Source: an optimization exercise on an open RTL-to-GDS flow (aim: small area). Production flows keep margins and buffers that such runs may drop.
RTL that was checked went through simulation tests only; none was proved equivalent to the original.

==> inputs of trial 75 <==
==> flow/design.v <==
module MMU(
  input         clock,
  input         reset,
  output        io_mmu_req_ready,
  input         io_mmu_req_valid,
  input  [63:0] io_mmu_req_bits_addr,
  input  [63:0] io_mmu_req_bits_PTBR,
  input  [1:0]  io_mmu_req_bits_source,
  input         io_mmu_rsp_ready,
  output        io_mmu_rsp_valid,
  output [63:0] io_mmu_rsp_bits_addr,
  output [1:0]  io_mmu_rsp_bits_source,
  input         io_mem_req_ready,
  output        io_mem_req_valid,
  output [63:0] io_mem_req_bits_addr,
  output [2:0]  io_mem_req_bits_source,
  output        io_mem_rsp_ready,
  input         io_mem_rsp_valid,
  input  [63:0] io_mem_rsp_bits_data,
  input  [2:0]  io_mem_rsp_bits_source
);
  function [1:0] rr_pick;
    input [3:0] v;
    input [1:0] lg;
    begin
      if (v[1] && lg < 2'd1)      rr_pick = 2'd1;
      else if (v[2] && lg < 2'd2) rr_pick = 2'd2;
      else if (v[3] && lg < 2'd3) rr_pick = 2'd3;
      else if (v[0])              rr_pick = 2'd0;
      else if (v[1])              rr_pick = 2'd1;
      else if (v[2])              rr_pick = 2'd2;
      else                        rr_pick = 2'd3;
    end
  endfunction
  function [1:0] first_set;
    input [3:0] v;
    begin
      if (v[0])      first_set = 2'd0;
      else if (v[1]) first_set = 2'd1;
      else if (v[2]) first_set = 2'd2;
      else           first_set = 2'd3;
    end
  endfunction
  reg        q1_full, q2_full, q3_full, q4_full;      
  reg [1:0]  q1_src, q3_src, q4_src;                 
  reg        pcq_full, llq_full, pcr_full, llr_full;  
  reg [1:0]  pcq_src, llq_src;
  reg [1:0]  r_src;                                   
  reg        pcq_lvl;                                 
  reg [7:0]  fst;                                     
  reg [3:0]  flv;                                     
  reg [7:0]  fsrc;
  reg [7:0]  lst;                                     
  reg [7:0]  lsrc;
  reg [1:0]  fl_mlg, ll_mlg, ll_rlg;                  
  reg [175:0] s_ppn;    
  reg [79:0]  s_vlo;    
  reg [27:0]  s_vhi;    
  wire [3:0] fl_idle, fl_req, fl_wait, fl_ll;
  wire [3:0] ll_idle, ll_req, ll_wait, ll_rsp;
  wire [3:0] fl_hit, ll_hit;
  genvar g;
  generate
    for (g = 0; g < 4; g = g + 1) begin : dec
      assign fl_idle[g] = fst[2*g +: 2] == 2'd0;
      assign fl_req[g]  = fst[2*g +: 2] == 2'd1;
      assign fl_wait[g] = fst[2*g +: 2] == 2'd2;
      assign fl_ll[g]   = fst[2*g +: 2] == 2'd3;
      assign ll_idle[g] = lst[2*g +: 2] == 2'd0;
      assign ll_req[g]  = lst[2*g +: 2] == 2'd1;
      assign ll_wait[g] = lst[2*g +: 2] == 2'd2;
      assign ll_rsp[g]  = lst[2*g +: 2] == 2'd3;
      assign fl_hit[g]  = fl_wait[g] && fsrc[2*g +: 2] == r_src;
      assign ll_hit[g]  = ll_wait[g] && lsrc[2*g +: 2] == r_src;
    end
  endgenerate
  wire req_fire = io_mmu_req_valid & ~q1_full;
  wire q1_deq   = q1_full;              
  wire q2_deq   = q2_full;              
  wire [1:0] fl_enq = first_set(fl_idle);
  wire [1:0] fl_mch   = rr_pick(fl_req, fl_mlg);
  wire       fl_mfire = (|fl_req) & ~pcq_full;
  wire       pcr_deq  = pcr_full;       
  wire [1:0] fl_lch   = first_set(fl_ll);
  wire       fl_lfire = |fl_ll;         
  wire [1:0] ll_enq   = first_set(ll_idle);
  wire [1:0] ll_mch   = rr_pick(ll_req, ll_mlg);
  wire       ll_mfire = (|ll_req) & ~llq_full;
  wire       llr_deq  = llr_full;
  wire [1:0] ll_rch   = rr_pick(ll_rsp, ll_rlg);
  wire       ll_rfire = (|ll_rsp) & ~q3_full;
  wire q3_deq = q3_full & ~q4_full;
  wire q4_deq = q4_full & io_mmu_rsp_ready;
  wire llq_deq  = llq_full & io_mem_req_ready;
  wire pcq_deq  = pcq_full & ~llq_full & io_mem_req_ready;
  wire rsp_hi   = io_mem_rsp_bits_source[2];
  wire pcr_enq  = io_mem_rsp_valid & rsp_hi & ~pcr_full;
  wire llr_enq  = io_mem_rsp_valid & ~rsp_hi & ~llr_full;
  integer i;
  always @(posedge clock) begin
    if (reset) q1_full <= 1'b0; else if (req_fire) q1_full <= 1'b1; else if (q1_deq) q1_full <= 1'b0;
    if (reset) q2_full <= 1'b0; else if (q1_deq) q2_full <= 1'b1; else if (q2_deq) q2_full <= 1'b0;
    if (reset) q3_full <= 1'b0; else if (ll_rfire) q3_full <= 1'b1; else if (q3_deq) q3_full <= 1'b0;
    if (reset) q4_full <= 1'b0; else if (q3_deq) q4_full <= 1'b1; else if (q4_deq) q4_full <= 1'b0;
    if (reset) pcq_full <= 1'b0; else if (fl_mfire) pcq_full <= 1'b1; else if (pcq_deq) pcq_full <= 1'b0;
    if (reset) llq_full <= 1'b0; else if (ll_mfire) llq_full <= 1'b1; else if (llq_deq) llq_full <= 1'b0;
    if (reset) pcr_full <= 1'b0; else if (pcr_enq) pcr_full <= 1'b1; else if (pcr_deq) pcr_full <= 1'b0;
    if (reset) llr_full <= 1'b0; else if (llr_enq) llr_full <= 1'b1; else if (llr_deq) llr_full <= 1'b0;
    if (req_fire) q1_src <= io_mmu_req_bits_source;
    if (ll_rfire) q3_src <= lsrc[2*ll_rch +: 2];
    if (q3_deq) q4_src <= q3_src;
    if (fl_mfire) begin
      pcq_src <= fsrc[2*fl_mch +: 2];
      pcq_lvl <= flv[fl_mch];
    end
    if (ll_mfire) llq_src <= lsrc[2*ll_mch +: 2];
    if (pcr_enq | llr_enq) r_src <= io_mem_rsp_bits_source[1:0];
    if (reset) fl_mlg <= 2'd0; else if (fl_mfire) fl_mlg <= fl_mch;
    if (reset) ll_mlg <= 2'd0; else if (ll_mfire) ll_mlg <= ll_mch;
    if (reset) ll_rlg <= 2'd0; else if (ll_rfire) ll_rlg <= ll_rch;
    for (i = 0; i < 4; i = i + 1) begin
      if (reset) begin
        fst[2*i +: 2] <= 2'd0;
        lst[2*i +: 2] <= 2'd0;
      end else begin
        if (q2_deq && fl_enq == i) fst[2*i +: 2] <= 2'd1;
        if (fl_mfire && fl_mch == i) fst[2*i +: 2] <= 2'd2;
        if (pcr_deq && fl_hit[i]) fst[2*i +: 2] <= flv[i] ? 2'd1 : 2'd3;
        if (fl_lfire && fl_lch == i) fst[2*i +: 2] <= 2'd0;
        if (fl_lfire && ll_enq == i) lst[2*i +: 2] <= 2'd1;
        if (ll_mfire && ll_mch == i) lst[2*i +: 2] <= 2'd2;
        if (llr_deq && ll_hit[i]) lst[2*i +: 2] <= 2'd3;
        if (ll_rfire && ll_rch == i) lst[2*i +: 2] <= 2'd0;
      end
      if (q2_deq && fl_enq == i) begin
        flv[i] <= 1'b1;
        fsrc[2*i +: 2] <= q1_src;
      end else if (pcr_deq && fl_hit[i]) begin
        flv[i] <= 1'b0;
      end
      if (fl_lfire && ll_enq == i) lsrc[2*i +: 2] <= fsrc[2*fl_lch +: 2];
    end
  end
  wire rsp_fire = io_mem_rsp_valid & (rsp_hi ? ~pcr_full : ~llr_full);
  wire [43:0] req_ppn = io_mmu_req_bits_PTBR[43:0];
  wire [19:0] req_vlo = io_mmu_req_bits_addr[31:12];
  wire [6:0]  req_vhi = io_mmu_req_bits_addr[38:32];
  wire [43:0] rsp_ppn = io_mem_rsp_bits_data[53:10];
  wire [19:0] rsp_vlo = {io_mem_rsp_bits_data[63:54], io_mem_rsp_bits_data[9:0]};
  generate
    for (g = 0; g < 4; g = g + 1) begin : slot
      wire wp = rsp_fire && io_mem_rsp_bits_source[1:0] == g;
      wire wv = wp & ~rsp_hi;
      wire wr = req_fire && io_mmu_req_bits_source == g && !wp;
      wire hp = ~(wr | wp);
      wire hv = ~(wr | wv);
      always @(posedge clock) begin
        s_ppn[44*g +: 44] <= ({44{wr}} & req_ppn) | ({44{wp}} & rsp_ppn) | ({44{hp}} & s_ppn[44*g +: 44]);
        s_vlo[20*g +: 20] <= ({20{wr}} & req_vlo) | ({20{wv}} & rsp_vlo) | ({20{hv}} & s_vlo[20*g +: 20]);
        if (wr) s_vhi[7*g +: 7] <= req_vhi;
      end
    end
  endgenerate
  integer k;
  wire [1:0]  m_src = llq_full ? llq_src : pcq_src;
  wire        lv0 = llq_full;
  wire        lv1 = ~llq_full & ~pcq_lvl;
  wire        lv2 = ~llq_full & pcq_lvl;
  reg  [43:0] m_ppn;
  reg  [8:0]  m_idx;
  reg  [26:0] vk;
  always @(*) begin
    m_ppn = 44'h0;
    m_idx = 9'h0;
    for (k = 0; k < 4; k = k + 1) begin
      vk = {s_vhi[7*k +: 7], s_vlo[20*k +: 20]};
      m_ppn = m_ppn | ({44{m_src == k}} & s_ppn[44*k +: 44]);
      m_idx = m_idx | ({9{m_src == k}} & (({9{lv0}} & vk[8:0]) | ({9{lv1}} & vk[17:9]) | ({9{lv2}} & vk[26:18])));
    end
  end
  assign io_mmu_req_ready       = ~q1_full;
  assign io_mmu_rsp_valid       = q4_full;
  assign io_mmu_rsp_bits_source = q4_src;
  reg [63:0] rsp_word;
  always @(*) begin
    rsp_word = 64'h0;
    for (k = 0; k < 4; k = k + 1)
      rsp_word = rsp_word | ({64{q4_src == k}} & {s_vlo[20*k + 10 +: 10], s_ppn[44*k +: 44], s_vlo[20*k +: 10]});
  end
  assign io_mmu_rsp_bits_addr   = rsp_word;
  assign io_mem_req_valid       = llq_full | pcq_full;
  assign io_mem_req_bits_addr   = {8'h0, m_ppn, m_idx, 3'h0};
  assign io_mem_req_bits_source = {~llq_full, m_src};
  assign io_mem_rsp_ready       = rsp_hi ? ~pcr_full : ~llr_full;
endmodule
==> flow/flow/run.sh <==
#!/bin/bash
# The standard layout (standard.sh) with three changes:
#  - synthesis: synth_recipe.tcl unchanged, except that abc maps with flow/nf.script (&nf);
#  - port buffers: the smallest buffer (buf_1) on every input and output port;
#  - clock tree: no dummy loads, clkbuf_16 buffers, larger sink clusters.
set -euo pipefail
W=$PWD
cat flow/abc_override.tcl synth_recipe.tcl > my_synth.tcl
sed "s#SYNTH_SCRIPT=[^ ]*#SYNTH_SCRIPT=$W/my_synth.tcl#" standard.sh > my_standard.sh
grep -q "SYNTH_SCRIPT=$W/my_synth.tcl" my_standard.sh
export FLOW_ABC_SCRIPT=$W/flow/nf.script
export BUFFER_PORTS_ARGS="-buffer_cell sky130_fd_sc_hd__buf_1"
export CTS_ARGS="-sink_clustering_enable -repair_clock_nets -dont_use_dummy_load -buf_list sky130_fd_sc_hd__clkbuf_16 -sink_clustering_size 30 -sink_clustering_max_diameter 100"
bash my_standard.sh > standard.log 2>&1
==> flow/flow/abc_override.tcl <==
# Map the logic with ABC's &nf area-oriented mapper (flow/nf.script) in place of the script
# ORFS passes to abc; everything else in the synthesis is the standard synthesis.
proc abc {args} {
  set i [lsearch -exact $args -script]
  if { $i >= 0 } { set args [lreplace $args $i [expr {$i + 1}] -script $::env(FLOW_ABC_SCRIPT)] }
  yosys abc {*}$args
}
==> flow/flow/nf.script <==
strash
&get -n
&st
&dch -f
&nf -R 2000 -C 32 -F 8
&put
==> flow/standard.sh <==
#!/bin/bash
# synth_recipe.tcl (not shown) runs the flow's synth.tcl, then flattens the netlist and writes it again
# the make line also repeats each setting of config.mk as NAME=value (left out here)
make -C /OpenROAD-flow-scripts/flow DESIGN_CONFIG=/design/flow/config.mk WORK_HOME=/design/flow/orfs CLKGATE_MAP_FILE= SYNTH_SCRIPT=/design/flow/synth_recipe.tcl "${@:-finish}"
==> flow/config.mk <==
export PLATFORM = sky130hd
export DESIGN_NAME = MMU
export DESIGN_NICKNAME = MMU
export VERILOG_FILES = /design/flow/design.v
export SDC_FILE = /design/flow/constraint.sdc
export NUM_CORES = 4
export LEC_CHECK = 0
export CAP_MARGIN = 5
export CELL_PAD_IN_SITES_DETAIL_PLACEMENT = 1
export CORE_MARGIN = 2
export CORE_UTILIZATION = 40
export PLACE_DENSITY = 0.45
export SLEW_MARGIN = 5
==> flow/constraint.sdc <==
create_clock -name core_clock -period 6.0 [get_ports {clock}]
set_input_delay 1.2000 -clock core_clock [delete_from_list [all_inputs] [get_ports {clock}]]
set_output_delay 1.2000 -clock core_clock [all_outputs]
set_load 0.01 [all_outputs]
==> inputs of trial 90, as changes to trial 75 <==
CORE_UTILIZATION = 55   (was 40)
PLACE_DENSITY = 0.6   (was 0.45)
==> inputs of build 95, as changes to trial 75 <==
==> flow/design.v, changed modules only <==
module MMU(
  input         clock,
  input         reset,
  output        io_mmu_req_ready,
  input         io_mmu_req_valid,
  input  [63:0] io_mmu_req_bits_addr,
  input  [63:0] io_mmu_req_bits_PTBR,
  input  [1:0]  io_mmu_req_bits_source,
  input         io_mmu_rsp_ready,
  output        io_mmu_rsp_valid,
  output [63:0] io_mmu_rsp_bits_addr,
  output [1:0]  io_mmu_rsp_bits_source,
  input         io_mem_req_ready,
  output        io_mem_req_valid,
  output [63:0] io_mem_req_bits_addr,
  output [2:0]  io_mem_req_bits_source,
  output        io_mem_rsp_ready,
  input         io_mem_rsp_valid,
  input  [63:0] io_mem_rsp_bits_data,
  input  [2:0]  io_mem_rsp_bits_source
);
  function [1:0] rr_pick;
    input [3:0] v;
    input [1:0] lg;
    begin
      if (v[1] && lg < 2'd1)      rr_pick = 2'd1;
      else if (v[2] && lg < 2'd2) rr_pick = 2'd2;
      else if (v[3] && lg < 2'd3) rr_pick = 2'd3;
      else if (v[0])              rr_pick = 2'd0;
      else if (v[1])              rr_pick = 2'd1;
      else if (v[2])              rr_pick = 2'd2;
      else                        rr_pick = 2'd3;
    end
  endfunction
  function [1:0] first_set;
    input [3:0] v;
    begin
      if (v[0])      first_set = 2'd0;
      else if (v[1]) first_set = 2'd1;
      else if (v[2]) first_set = 2'd2;
      else           first_set = 2'd3;
    end
  endfunction
  reg        q1_full, q2_full, q3_full, q4_full;      
  reg [1:0]  q1_src, q2_src, q3_src, q4_src;
  reg        pcq_full, llq_full, pcr_full, llr_full;  
  reg [1:0]  pcq_src, llq_src, pcr_src, llr_src;
  reg        pcq_lvl;                                 
  reg [7:0]  fst;                                     
  reg [3:0]  flv;                                     
  reg [7:0]  fsrc;
  reg [7:0]  lst;                                     
  reg [7:0]  lsrc;
  reg [1:0]  fl_mlg, fl_llg, ll_mlg, ll_rlg;          
  reg [175:0] s_ppn;    
  reg [79:0]  s_vlo;    
  reg [27:0]  s_vhi;    
  wire [3:0] fl_idle, fl_req, fl_wait, fl_ll;
  wire [3:0] ll_idle, ll_req, ll_wait, ll_rsp;
  wire [3:0] fl_hit, ll_hit;
  genvar g;
  generate
    for (g = 0; g < 4; g = g + 1) begin : dec
      assign fl_idle[g] = fst[2*g +: 2] == 2'd0;
      assign fl_req[g]  = fst[2*g +: 2] == 2'd1;
      assign fl_wait[g] = fst[2*g +: 2] == 2'd2;
      assign fl_ll[g]   = fst[2*g +: 2] == 2'd3;
      assign ll_idle[g] = lst[2*g +: 2] == 2'd0;
      assign ll_req[g]  = lst[2*g +: 2] == 2'd1;
      assign ll_wait[g] = lst[2*g +: 2] == 2'd2;
      assign ll_rsp[g]  = lst[2*g +: 2] == 2'd3;
      assign fl_hit[g]  = fl_wait[g] && fsrc[2*g +: 2] == pcr_src;
      assign ll_hit[g]  = ll_wait[g] && lsrc[2*g +: 2] == llr_src;
    end
  endgenerate
  wire req_fire = io_mmu_req_valid & ~q1_full;
  wire q1_deq   = q1_full & ~q2_full;
  wire q2_deq   = q2_full & (|fl_idle);
  wire [1:0] fl_enq = first_set(fl_idle);
  wire [1:0] fl_mch   = rr_pick(fl_req, fl_mlg);
  wire       fl_mfire = (|fl_req) & ~pcq_full;
  wire       pcr_deq  = pcr_full & (|fl_wait);
  wire [1:0] fl_lch   = rr_pick(fl_ll, fl_llg);
  wire       fl_lfire = (|fl_ll) & (|ll_idle);
  wire [1:0] ll_enq   = first_set(ll_idle);
  wire [1:0] ll_mch   = rr_pick(ll_req, ll_mlg);
  wire       ll_mfire = (|ll_req) & ~llq_full;
  wire       llr_deq  = llr_full & (|ll_wait);
  wire [1:0] ll_rch   = rr_pick(ll_rsp, ll_rlg);
  wire       ll_rfire = (|ll_rsp) & ~q3_full;
  wire q3_deq = q3_full & ~q4_full;
  wire q4_deq = q4_full & io_mmu_rsp_ready;
  wire llq_deq  = llq_full & io_mem_req_ready;
  wire pcq_deq  = pcq_full & ~llq_full & io_mem_req_ready;
  wire rsp_hi   = io_mem_rsp_bits_source[2];
  wire pcr_enq  = io_mem_rsp_valid & rsp_hi & ~pcr_full;
  wire llr_enq  = io_mem_rsp_valid & ~rsp_hi & ~llr_full;
  integer i;
  always @(posedge clock) begin
    if (reset) q1_full <= 1'b0; else if (req_fire) q1_full <= 1'b1; else if (q1_deq) q1_full <= 1'b0;
    if (reset) q2_full <= 1'b0; else if (q1_deq) q2_full <= 1'b1; else if (q2_deq) q2_full <= 1'b0;
    if (reset) q3_full <= 1'b0; else if (ll_rfire) q3_full <= 1'b1; else if (q3_deq) q3_full <= 1'b0;
    if (reset) q4_full <= 1'b0; else if (q3_deq) q4_full <= 1'b1; else if (q4_deq) q4_full <= 1'b0;
    if (reset) pcq_full <= 1'b0; else if (fl_mfire) pcq_full <= 1'b1; else if (pcq_deq) pcq_full <= 1'b0;
    if (reset) llq_full <= 1'b0; else if (ll_mfire) llq_full <= 1'b1; else if (llq_deq) llq_full <= 1'b0;
    if (reset) pcr_full <= 1'b0; else if (pcr_enq) pcr_full <= 1'b1; else if (pcr_deq) pcr_full <= 1'b0;
    if (reset) llr_full <= 1'b0; else if (llr_enq) llr_full <= 1'b1; else if (llr_deq) llr_full <= 1'b0;
    if (req_fire) q1_src <= io_mmu_req_bits_source;
    if (q1_deq) q2_src <= q1_src;
    if (ll_rfire) q3_src <= lsrc[2*ll_rch +: 2];
    if (q3_deq) q4_src <= q3_src;
    if (fl_mfire) begin
      pcq_src <= fsrc[2*fl_mch +: 2];
      pcq_lvl <= flv[fl_mch];
    end
    if (ll_mfire) llq_src <= lsrc[2*ll_mch +: 2];
    if (pcr_enq) pcr_src <= io_mem_rsp_bits_source[1:0];
    if (llr_enq) llr_src <= io_mem_rsp_bits_source[1:0];
    if (reset) fl_mlg <= 2'd0; else if (fl_mfire) fl_mlg <= fl_mch;
    if (reset) fl_llg <= 2'd0; else if (fl_lfire) fl_llg <= fl_lch;
    if (reset) ll_mlg <= 2'd0; else if (ll_mfire) ll_mlg <= ll_mch;
    if (reset) ll_rlg <= 2'd0; else if (ll_rfire) ll_rlg <= ll_rch;
    for (i = 0; i < 4; i = i + 1) begin
      if (reset) begin
        fst[2*i +: 2] <= 2'd0;
        lst[2*i +: 2] <= 2'd0;
      end else begin
        if (q2_deq && fl_enq == i) fst[2*i +: 2] <= 2'd1;
        if (fl_mfire && fl_mch == i) fst[2*i +: 2] <= 2'd2;
        if (pcr_deq && fl_hit[i]) fst[2*i +: 2] <= flv[i] ? 2'd1 : 2'd3;
        if (fl_lfire && fl_lch == i) fst[2*i +: 2] <= 2'd0;
        if (fl_lfire && ll_enq == i) lst[2*i +: 2] <= 2'd1;
        if (ll_mfire && ll_mch == i) lst[2*i +: 2] <= 2'd2;
        if (llr_deq && ll_hit[i]) lst[2*i +: 2] <= 2'd3;
        if (ll_rfire && ll_rch == i) lst[2*i +: 2] <= 2'd0;
      end
      if (q2_deq && fl_enq == i) begin
        flv[i] <= 1'b1;
        fsrc[2*i +: 2] <= q2_src;
      end else if (pcr_deq && fl_hit[i]) begin
        flv[i] <= 1'b0;
      end
      if (fl_lfire && ll_enq == i) lsrc[2*i +: 2] <= fsrc[2*fl_lch +: 2];
    end
  end
  wire rsp_fire = io_mem_rsp_valid & (rsp_hi ? ~pcr_full : ~llr_full);
  wire [43:0] req_ppn = io_mmu_req_bits_PTBR[43:0];
  wire [19:0] req_vlo = io_mmu_req_bits_addr[31:12];
  wire [6:0]  req_vhi = io_mmu_req_bits_addr[38:32];
  wire [43:0] rsp_ppn = io_mem_rsp_bits_data[53:10];
  wire [19:0] rsp_vlo = {io_mem_rsp_bits_data[63:54], io_mem_rsp_bits_data[9:0]};
  generate
    for (g = 0; g < 4; g = g + 1) begin : slot
      wire wp = rsp_fire && io_mem_rsp_bits_source[1:0] == g;
      wire wv = wp & ~rsp_hi;
      wire wr = req_fire && io_mmu_req_bits_source == g && !wp;
      wire hp = ~(wr | wp);
      wire hv = ~(wr | wv);
      always @(posedge clock) begin
        s_ppn[44*g +: 44] <= ({44{wr}} & req_ppn) | ({44{wp}} & rsp_ppn) | ({44{hp}} & s_ppn[44*g +: 44]);
        s_vlo[20*g +: 20] <= ({20{wr}} & req_vlo) | ({20{wv}} & rsp_vlo) | ({20{hv}} & s_vlo[20*g +: 20]);
        s_vhi[7*g +: 7]   <= ({7{wr}} & req_vhi) | ({7{~wr}} & s_vhi[7*g +: 7]);
      end
    end
  endgenerate
  integer k;
  wire [1:0]  m_src = llq_full ? llq_src : pcq_src;
  wire        lv0 = llq_full;
  wire        lv1 = ~llq_full & ~pcq_lvl;
  wire        lv2 = ~llq_full & pcq_lvl;
  reg  [43:0] m_ppn;
  reg  [8:0]  m_idx;
  reg  [26:0] vk;
  always @(*) begin
    m_ppn = 44'h0;
    m_idx = 9'h0;
    for (k = 0; k < 4; k = k + 1) begin
      vk = {s_vhi[7*k +: 7], s_vlo[20*k +: 20]};
      m_ppn = m_ppn | ({44{m_src == k}} & s_ppn[44*k +: 44]);
      m_idx = m_idx | ({9{m_src == k}} & (({9{lv0}} & vk[8:0]) | ({9{lv1}} & vk[17:9]) | ({9{lv2}} & vk[26:18])));
    end
  end
  assign io_mmu_req_ready       = ~q1_full;
  assign io_mmu_rsp_valid       = q4_full;
  assign io_mmu_rsp_bits_source = q4_src;
  reg [63:0] rsp_word;
  always @(*) begin
    rsp_word = 64'h0;
    for (k = 0; k < 4; k = k + 1)
      rsp_word = rsp_word | ({64{q4_src == k}} & {s_vlo[20*k + 10 +: 10], s_ppn[44*k +: 44], s_vlo[20*k +: 10]});
  end
  assign io_mmu_rsp_bits_addr   = rsp_word;
  assign io_mem_req_valid       = llq_full | pcq_full;
  assign io_mem_req_bits_addr   = {8'h0, m_ppn, m_idx, 3'h0};
  assign io_mem_req_bits_source = {~llq_full, m_src};
  assign io_mem_rsp_ready       = rsp_hi ? ~pcr_full : ~llr_full;
endmodule
==> flow/flow/nf.script (replaced) <==
strash
&get -n
&st
&dch
&nf -R 1000
&put
CAP_MARGIN = 20   (was 5)
CELL_PAD_IN_SITES_DETAIL_PLACEMENT = not set   (was 1)
PLACE_DENSITY = not set   (was 0.45)
SLEW_MARGIN = 20   (was 5)
==> flow_metrics.py <==
metrics = {
    "status": {
        "status": "timing/DRC/antenna clean",
    },
    "power_and_ir_drop": {
        "p_seq_mw": 3.17,
    },
    "final_layout": {
        "inv_count": 91,
    },
    "logic_synthesis": {
        "ys_seq_elements": 353,
        "yosys-top-cells-area": "dfxtp_1 (37%), nand2_1 (15%), a222oi_1 (13%)",
    },
}
# the run above: build 95

==> flow_metrics.py <==
metrics = {
    "status": {
        "status": "timing/DRC/antenna clean",
    },
    "critical_path": {
        "timing.rr.start": "llr_full",
        "r2r-end": "s_ppn[144]",
    },
    "power_and_ir_drop": {
        "p_seq_mw": 3.05,
    },
    "logic_synthesis": {
        "yosys-top-cells-area": "dfxtp_1 (38%), a222oi_1 (21%), edfxtp_1 (11%)",
        "ys_seq_elements": 347,
    },
}
# the run above: trial 75

==> flow_metrics.py <==
metrics = {
    "power_and_ir_drop": {
        "p_seq_mw": 3.08,
    },
    "final_layout": {
        "inv_count": 188,
        "seq_share": 0.430,
        "drive_gt1_frac": 0.0443,
    },
    "status": {
        "status": "timing/DRC/antenna clean",
    },
    "logic_synthesis": {
        "ys_seq_elements": 347,
    },
}
# the run above: trial 90

Only the layout flow was run in build 95; the RTL was not checked for function there.

## static timing again, ports no longer ideal
Ports are ideal in the flow. The routed layouts listed here were re-timed in OpenROAD. Step 1 sets driving cells, clkbuf_16 on the clock port and buf_2 on the other inputs (assumed; they add their load-dependent delay and slew). Step 2 also shifts input and output timing later by t, the mid clock arrival at the registers, as if the neighbouring blocks saw the same clock. Three values: no drivers, after step 1, after step 2; two values: the first two.
run | t (ns) | setup slack, ns | hold WS [ns] | latest minus earliest clock arrival (ns) | pins driven straight from the clock port
trial 75 | 0.559 | 1.251 / 1.198 / 1.658 | 0.434 / 0.434 / 0.434 | 0.085 / 0.085 | 1
trial 90 | 0.566 | 0.569 / 0.517 / 1.083 | 0.435 / 0.435 / 0.435 | 0.024 / 0.024 | 1
build 95 | 0.584 | 0.978 / 0.921 / 1.505 | 0.420 / 0.420 / 0.420 | 0.036 / 0.036 | 1
After both steps every run listed still meets setup and hold.
